What follows belongs to an exercise in optimizing a design on an open flow for small area; a production flow would make more cautious choices. The RTL was checked by simulation tests, not by an equivalence proof against the original design. Power and IR drop assume default switching activity.

==> module reg_file, before the edit <==
module reg_file (
    input         clk,
    input         we,
    input  [4:0]  wa,
    input  [31:0] wdx_lo, wdx_hi,    
    input  [4:0]  ra1,
    input         en1, inv1,
    input  [31:0] x1,
    input         x1sel,
    input  [4:0]  ra2,
    input         inv2,
    output [31:0] rd1, rd2,
    output        t
);
wire [30:0] ws, wns, s1a, s1b, s2a, s2b;
wire        pol1, pol2;
rf_toggle tg  (clk, t);
rf_wdec   dw  (wa, we, ws, wns);
rf_dec    d1a (ra1, en1, s1a);
rf_dec    d1b (ra1, en1, s1b);
rf_dec    d2a (ra2, 1'b1, s2a);
rf_dec    d2b (ra2, 1'b1, s2b);
rf_pol    pl (t, ra1, ra2, en1, inv1, inv2, pol1, pol2);
wire [31:0] q [0:30];
genvar g, b;
generate
    for (g = 0; g < 31; g = g + 1) begin : row
        rf_row r (clk, ws[g], wns[g], (g < 16) ? wdx_lo : wdx_hi, q[g]);
    end
    for (b = 0; b < 32; b = b + 1) begin : col_b
        wire [30:0] col;
        for (g = 0; g < 31; g = g + 1) begin : c
            assign col[g] = q[g][b];
        end
        rf_rdbit  p1 (col, (b < 16) ? s1a : s1b, x1[b], x1sel, pol1, rd1[b]);
        rf_rdbit2 p2 (col, (b < 16) ? s2a : s2b, pol2, rd2[b]);
    end
endgenerate
endmodule
==> flow/config.mk <==
export PLATFORM = sky130hd
export DESIGN_NAME = risc_cpu
export DESIGN_NICKNAME = risc_cpu
export VERILOG_FILES = /design/flow/design.v
export SDC_FILE = /design/flow/constraint.sdc
export NUM_CORES = 4
export LEC_CHECK = 0
export CAP_MARGIN = 20
export CELL_PAD_IN_SITES_DETAIL_PLACEMENT = 1
export CELL_PAD_IN_SITES_GLOBAL_PLACEMENT = 1
export CORE_AREA = 2.5 2.5 367.5 367.5
export DIE_AREA = 0 0 370 370
export GPL_TIMING_DRIVEN = 0
export SETUP_SLACK_MARGIN = 0.1
export SLEW_MARGIN = 20
export SYNTH_HIERARCHICAL = 1
==> flow/constraint.sdc <==
create_clock -name core_clock -period 20.0 [get_ports {clk}]
set_input_delay 4.0000 -clock core_clock [delete_from_list [all_inputs] [get_ports {clk}]]
set_output_delay 4.0000 -clock core_clock [all_outputs]
set_load 0.01 [all_outputs]
standard.sh (not shown) runs the stock make flow with config.mk's settings and CLKGATE_MAP_FILE= SYNTH_SCRIPT=/design/flow/synth_recipe.tcl, a recipe that flattens the netlist after the stock synthesis.
==> flow/flow/run.sh <==
#!/bin/bash
# Own flow: the standard layout (standard.sh) with
#  - the synthesised cells taken down to drive strength 1 after the
#    floorplan (the later repair steps size up what timing, slew and
#    capacitance need),
#  - drive-strength-1 port buffers,
#  - only small buffers for placement's slew and capacitance repair,
#  - a clock tree of clkbuf_8 with larger sink clusters and no dummy loads.
# Each step's full output goes to a log file of its own here.
set -euo pipefail
HERE=$(pwd)
KNOBS=(
  "POST_FLOORPLAN_TCL=$HERE/flow/downsize_hook.tcl"
  "BUFFER_PORTS_ARGS=-buffer_cell sky130_fd_sc_hd__buf_1"
  "PRE_RESIZE_TCL=$HERE/flow/resize_hook.tcl"
  "CTS_ARGS=-sink_clustering_enable -repair_clock_nets -dont_use_dummy_load -buf_list sky130_fd_sc_hd__clkbuf_8 -sink_clustering_size 14 -sink_clustering_max_diameter 80"
)
bash standard.sh synth > synth.log 2>&1
bash standard.sh "${KNOBS[@]}" floorplan > floorplan.log 2>&1
bash standard.sh "${KNOBS[@]}" place > place.log 2>&1
bash standard.sh "${KNOBS[@]}" cts > cts.log 2>&1
bash standard.sh "${KNOBS[@]}" finish > finish.log 2>&1
==> flow/flow/downsize_hook.tcl <==
# POST_FLOORPLAN hook: swap every cell for the drive-strength-1 cell of its
# kind; the later repair steps size up what timing, slew and capacitance need.
set db [ord::get_db]
set n 0
foreach inst [[ord::get_db_block] getInsts] {
  set name [[$inst getMaster] getName]
  if {[regexp {^(sky130_fd_sc_hd__[a-z0-9]+)_([0-9]+)$} $name -> base drv] && $drv > 1} {
    set m [$db findMaster ${base}_1]
    if {$m != "NULL"} {
      $inst swapMaster $m
      incr n
    }
  }
}
puts "downsized $n cells"
==> flow/flow/resize_hook.tcl <==
# PRE_RESIZE hook: placement's slew and capacitance repair may use only
# small buffers (a chain of small buffers takes less area than the large
# buffers it otherwise picks); the drivers themselves may still be sized up.
set_dont_use [get_lib_cells {sky130_fd_sc_hd__buf_4 sky130_fd_sc_hd__buf_6 sky130_fd_sc_hd__buf_8 sky130_fd_sc_hd__buf_12 sky130_fd_sc_hd__buf_16 sky130_fd_sc_hd__bufbuf_8 sky130_fd_sc_hd__bufbuf_16 sky130_fd_sc_hd__clkbuf_4 sky130_fd_sc_hd__clkbuf_8 sky130_fd_sc_hd__clkbuf_16 sky130_fd_sc_hd__dlygate* sky130_fd_sc_hd__dlymetal* sky130_fd_sc_hd__clkdly*}]
Then changed:
--- a/flow/design.v
+++ b/flow/design.v
@@ -107,9 +107,9 @@
 rf_toggle tg  (clk, t);
 rf_wdec   dw  (wa, we, ws, wns);
 rf_dec    d1a (ra1, en1, s1a);
-rf_dec    d1b (ra1, en1, s1b);
 rf_dec    d2a (ra2, 1'b1, s2a);
-rf_dec    d2b (ra2, 1'b1, s2b);
+assign s1b = s1a;
+assign s2b = s2a;
 rf_pol    pl (t, ra1, ra2, en1, inv1, inv2, pol1, pol2);
 wire [31:0] q [0:30];
 genvar g, b;
Result: The changed run passed the timing, design-rule and antenna checks. Synthesized area fell by about 1%. Total power drops by 0.35%. Global-route usage falls by 0.52 points. Wire length went down by 1.3%. Setup slack is worse by 120 ps. Clock skew increases by 51 ps. Die area stays the same. Combinational power stays flat. Sequential power barely changes.

## static timing again, ports no longer ideal
Ports are ideal in the flow. The routed layouts listed here were re-timed in OpenROAD.
Step 1 assumes that a clkbuf_16 drives the clock port and a buf_2 every other input.
Step 2 adds t to the input delays and takes it off the output delays; t is the mean of the earliest and latest rising clock arrival at the registers after step 1. Input paths then give back, and output paths get back, about the clock's delay inside the block.
Slacks: no drivers / after step 1 / after step 2; pairs: no drivers / after step 1.
| run | shift t [ns] | setup WS [ns] | worst setup path after step 2 | clock arrival spread, ns | worst data-port slew with drivers (ns) |
|---|---|---|---|---|---|
| the first run | 0.863 | 0.688 / 0.658 / 0.658 | input to output | 0.067 / 0.067 | 0.06 |
| the second run | 0.850 | 0.573 / 0.549 / 0.549 | input to output | 0.118 / 0.119 | 0.16 |
After both steps setup and hold are still met in every run listed. The setup slack of the first run, which loses most, moves by -0.030 ns with the drivers and by -0.030 ns with both steps.
